This is an optimization exercise on Yosys and OpenROAD, whose aim is small area and a short achievable clock period, not a production implementation.
Only simulation tests tie the RTL to the original design; equivalence was not proved.

### flow/config.mk
export PLATFORM = sky130hd
export DESIGN_NAME = fir_gen
export DESIGN_NICKNAME = fir_gen
export VERILOG_FILES = /design/flow/design.v
export SDC_FILE = /design/flow/constraint.sdc
export NUM_CORES = 4
export LEC_CHECK = 0
export CAP_MARGIN = 20
export CORE_MARGIN = 2
export CORE_UTILIZATION = 40
export SLEW_MARGIN = 20
### flow/constraint.sdc
create_clock -name core_clock -period 5.5 [get_ports {clk}]
set_input_delay 1.1000 -clock core_clock [delete_from_list [all_inputs] [get_ports {clk}]]
set_output_delay 1.1000 -clock core_clock [all_outputs]
set_load 0.01 [all_outputs]
### flow/design.v
module fir_gen
    #(parameter W1 = 8,  
                W2 = 16,  
                W3 = 17,  
                W4 = 8,  
                L = 3)  
            (input clk,  
             input reset,  
             input Load_x,  
             input signed [W1-1:0] x_in,  
             input signed [W1-1:0] c_in,  
             output signed [W4-1:0] y_out);  
reg signed [W1-1:0] x;
wire signed [W3-1:0] y;
reg signed [W1-1:0] c [0:2];  
wire signed [W2-1:0] p [0:2];  
reg signed [W3-1:0] a [0:2];  
always @(posedge clk or posedge reset) begin: Load
        integer k;  
        if (reset) begin  
            for (k=0; k<=L-1; k=k+1) c[k] <= 0;
            x <= 0;
        end else if (!Load_x) begin
            c[2] <= c_in;  
            c[1] <= c[2];  
            c[0] <= c[1];
        end else
            x <= x_in;  
        end
always @(posedge clk or posedge reset)begin: SOP
    integer k;  
    if (reset)  
        for (k=0; k<=2; k=k+1) a[k] <= 0;
    else begin
        a[0] <= p[0] + a[1];
        a[1] <= p[1] + a[2];
        a[2] <= p[2];
    end
end
     assign y = a[0];
     genvar I;  
generate
        for (I=0; I<L; I=I+1) begin : MulGen
        assign p[I] = x * c[I];
    end
endgenerate
        assign y_out = y[W3-1:W3-W4];
endmodule
### flow/run.sh
#!/bin/bash
# synth_recipe.tcl (not shown) runs the flow's synth.tcl, then flattens the netlist and writes it again
# the make line also repeats each setting of config.mk as NAME=value (left out here)
make -C /OpenROAD-flow-scripts/flow DESIGN_CONFIG=/design/flow/config.mk WORK_HOME=/design/flow/orfs CLKGATE_MAP_FILE= SYNTH_SCRIPT=/design/flow/synth_recipe.tcl finish
==> summary.log <==
[outcome] result of the run timing/DRC/antenna clean
[timing] min cycle time layout 5.13 ns
[synth] share of synthesized area occupied by flip-flops and latches 17.2%
[timing] total setup violations reported at the end of the flow 0
[synth] synth top area cells sky130_fd_sc_hd__fa_1 (39%), sky130_fd_sc_hd__dfrtp_1 (17%), sky130_fd_sc_hd__ha_1 (12%)
[cts] Clock transition at path regs 0.06 ns
[grt] global-route wire length before repair 36.6 mm
[placed_design] Worst Setup Slack post-DPL 0.390 ns
[synth] number of different library cells in the post-synthesis netlist 45
[cts] Num CTS Buffers 9
[cts] # clock sinks 73
[worst_setup_path] cell-by-cell trace of the critical path nand2_1 -> fa_1 -> fa_1 -> inv_1 -> fa_1 -> fa_1 -> fa_1 -> ha_1 -> nand2_1 -> o21ai_0 -> o41ai_1 -> buf_4 -> o211ai_1 -> o311a_1 -> xor2_1
[synth] post-synthesis instance area 10600 µm²
[grt] antenna violations before repair 0
[routing] Via density 4.78
[cts] TritonCTS clock tree yes
[synth] Synth area leader sky130_fd_sc_hd__fa_1
[cts] PostCTS Resize Cnt 0
[grt] total overflow reported by the global router 0
[floorplanning] starting utilization of the core area 40.7%
[cts] H-tree levels 3
[routing] antenna viol nets, final 0
[placed_design] estimated wirelength of the detail-placed design 16.7 mm
[floorplanning] DIE HEIGHT 167 µm
[timing] RSZ-0062 raised after global routing false
[timing] Slew Limit Fails 0
[worst_setup_path] stage delay of the slowest cell on the critical path 0.75 ns
[cts] cell at the root of the clock tree sky130_fd_sc_hd__clkbuf_16
[worst_setup_path] cell occurring most often along the worst timing path sky130_fd_sc_hd__fa_1
[worst_setup_path] CP Data Required Time 5.76 ns
[cts] buffers inserted during post-CTS setup optimization 0
[layout] Post-layout nets 1370
[synth] area share of the largest cell type after synthesis 38.7%
[timing] worst slew pin tran 0.963 ns
[grt] global-route usage over all layers 16.4%
[timing] hold violation total from the final report 0
[hold_path] Hold/Removal Path Class reg2reg
[routing] routed wirelength normalized by instance count 14.8 µm
[routing] total DRC errors in the routed layout 0
[synth] synthesis warning total 3
[placed_design] number of port buffers 26
[floorplanning] number of cell rows 59
[grt] largest net degree at the start of global routing 46
[timing] final-layout setup total negative slack 0 ns
[synth] Seq cells post-synth 73
[layout] Synth-to-Final Area Change 9.61%
[cts] Clock Tree Buf Depth 2
[floorplanning] I/O pin count 27
[layout] fraction of layout instances using a drive strength above 1 6.87%
[floorplanning] die extent in x 167 µm
[worst_setup_path] kind of end point of the critical path flop
[layout] most common library cell in the layout ignoring fill and taps sky130_fd_sc_hd__inv_1
[timing] Final Skew 0.0111 ns
[synth] Synth Net Count 1349
[timing] maximum frequency from static timing analysis 195 MHz
[worst_setup_path] Critical Setup Path Class reg2reg
[timing] Min Hold Slack 0.492 ns
[layout] leading cell types in the layout, fill and taps excluded sky130_fd_sc_hd__inv_1 (219), sky130_fd_sc_hd__fa_1 (206), sky130_fd_sc_hd__and2_1 (102), sky130_fd_sc_hd__ha_1 (102), sky130_fd_sc_hd__nand2_1 (81)
[grt] number of global-route vias before repair 7443
[worst_setup_path] master of the slowest instance on the critical path sky130_fd_sc_hd__dfrtp_1
[floorplanning] Die Outline Area 27900 µm²
[routing] detailed router's first-iteration violation count 252
[synth] instance count of the mapped netlist 1022
[worst_setup_path] Worst Setup Start Kind flop
[cts] clock insertion delay at the later pin of the skew report 0.35 ns
[layout] count of antenna diodes in the layout 0
[routing] via count of the routed design 6616
[worst_setup_path] worst endpoint data arrival time 5.39 ns
[floorplanning] Core Region 26100 µm²
[synth] Avg Cell Area, Syn 10.4 µm²
[timing] Max transition margin 35.8%
[placed_design] gpl congestion 0.813
[worst_setup_path] Max FO, Critical Path 17
[routing] total wire length after detailed routing 20.4 mm
[timing] part of the cycle the worst path needs 93.4%
[routing] number of detailed-routing iterations run before antenna repair 23
[timing] final setup margin 0.365 ns
[job] maxcap violations 0
[cts] count of hold-fix buffers inserted at cts 0
-- per-layer routing --
| metal | vias up | GRT usage [%] | part of all wire, % |
|---|---|---|---|
| met4 | 0 | 3.63 | 1.0 |
| met3 | 17 | 1.94 | 2.3 |
| li1 | 3110 | - | - |
| met1 | 3419 | 21.1 | 45 |
| met2 | 70 | 29.7 | 52 |
| met5 | - | 0 | 0 |
-- Yosys cell counts --
master	n
sky130_fd_sc_hd__fa_1	206
sky130_fd_sc_hd__dfrtp_1	73
sky130_fd_sc_hd__a211oi_1	3
sky130_fd_sc_hd__a211o_1	1
sky130_fd_sc_hd__o21ai_2	1
sky130_fd_sc_hd__o211ai_1	2
sky130_fd_sc_hd__a21boi_0	2
sky130_fd_sc_hd__or2b_1	1
sky130_fd_sc_hd__a31oi_1	5
sky130_fd_sc_hd__o21ai_0	14
sky130_fd_sc_hd__a21o_1	2
sky130_fd_sc_hd__or4_4	1
sky130_fd_sc_hd__buf_4	1
sky130_fd_sc_hd__a2111o_1	1
sky130_fd_sc_hd__o21a_1	5
sky130_fd_sc_hd__and3_1	4
sky130_fd_sc_hd__ha_1	102
sky130_fd_sc_hd__nor3_1	9
sky130_fd_sc_hd__o41ai_1	1
sky130_fd_sc_hd__nor2b_1	4
sky130_fd_sc_hd__a311oi_4	1
sky130_fd_sc_hd__nor4_1	2
sky130_fd_sc_hd__xor2_1	4
sky130_fd_sc_hd__xnor2_1	38
sky130_fd_sc_hd__nand2_1	81
sky130_fd_sc_hd__inv_1	220
sky130_fd_sc_hd__clkbuf_1	30
sky130_fd_sc_hd__a21oi_1	12
sky130_fd_sc_hd__mux2_2	30
sky130_fd_sc_hd__or2_2	2
sky130_fd_sc_hd__nand4bb_1	1
sky130_fd_sc_hd__o21bai_1	3
sky130_fd_sc_hd__a21oi_2	2
sky130_fd_sc_hd__o311a_1	1
sky130_fd_sc_hd__and2_1	102
sky130_fd_sc_hd__nor2_1	33
sky130_fd_sc_hd__xnor2_2	2
sky130_fd_sc_hd__nand3_1	3
sky130_fd_sc_hd__nand4_1	1
sky130_fd_sc_hd__nand3b_1	2
sky130_fd_sc_hd__o21ba_2	1
sky130_fd_sc_hd__xnor3_1	1
sky130_fd_sc_hd__o311ai_1	1
sky130_fd_sc_hd__clkinv_1	3
sky130_fd_sc_hd__nand2b_1	8
-- metrics by stage --
stage                     cell area, µm²  instances  util, %
after floorplan                    10600       1022        -
after global placement             11300       1367     43.3
after detailed placement           11300       1367     43.3
after CTS                          11700       1383     44.7
after global routing               11700       1383     44.7
final                              11700       1383     44.7
-- sequential cells by signal, indices dropped and copies added (netlist names) --
name and count:
x 8, a 41, c 24
-- worst paths after layout --
path | from | to | slack [ns] | cells after the start
min in group asynchronous | reset | a[1][0]$_DFF_PP0_ | 1.20 | 2
worst max-delay path | x[5]$_DFFE_PP0P_ | a[1][15]$_DFF_PP0_ | 0.37 | 15
worst min register to register | a[2][0]$_DFF_PP0_ | a[1][0]$_DFF_PP0_ | 0.49 | 1
worst max register to register | x[5]$_DFFE_PP0P_ | a[1][15]$_DFF_PP0_ | 0.37 | 15
worst min-delay path | a[2][0]$_DFF_PP0_ | a[1][0]$_DFF_PP0_ | 0.49 | 1
max in group asynchronous | reset | a[1][14]$_DFF_PP0_ | 3.44 | 3
-- cell families after synthesis --
group,after synthesis,synth area share [%]
mux,30,3.17
xor+xnor,45,3.97
buf+inv,254,8.99
fa+ha+maj,308,50.7
compound gates,58,3.75
simple gates,254,12.2
flops,73,17.2
-- final cells by class --
cell class | count | area, µm²
Sequential cell | 73 | 1830
Clock buffer | 12 | 256
Timing Repair Buffer | 41 | 368
Multi-Input combinational cell | 695 | 7860
Inverter | 223 | 838
Clock inverter | 4 | 98.8
Tap cell | 335 | 419
Fill cell | 2498 | 14500
-- critical path: cells and delay by family (launching register included) --
family	cells	cell delay, ns
AND/OR/NAND/NOR	2	0.23
adder cells (fa/ha/maj)	6	2.81
AO/OA/AOI/OAI	4	0.87
flip-flops	1	0.75
buffers and inverters	2	0.21
XOR/XNOR	1	0.17

## re-timing with driven ports
The flow's constraints put no driver on any port. The routed layout listed below was extracted and timed again, unchanged, in two steps. Step 1 sets driving cells, clkbuf_16 on the clock port and buf_2 on the other inputs (assumed; they add their load-dependent delay and slew). Step 2 also shifts input and output timing later by t, the mid clock arrival at the registers, as if the neighbouring blocks saw the same clock. a / b / c = ideal ports / drivers / drivers and shift; a / b = the first two.
t, ns: 0.392
setup WS [ns]: 0.365 / 0.365 / 0.365
worst setup path after step 2: register to register
clock arrival spread, ns: 0.011 / 0.012
pins driven straight from the clock port: 1
After both steps setup and hold are still met in this run. The setup slack of this run moves by 0.000 ns with the drivers and by 0.000 ns with both steps.
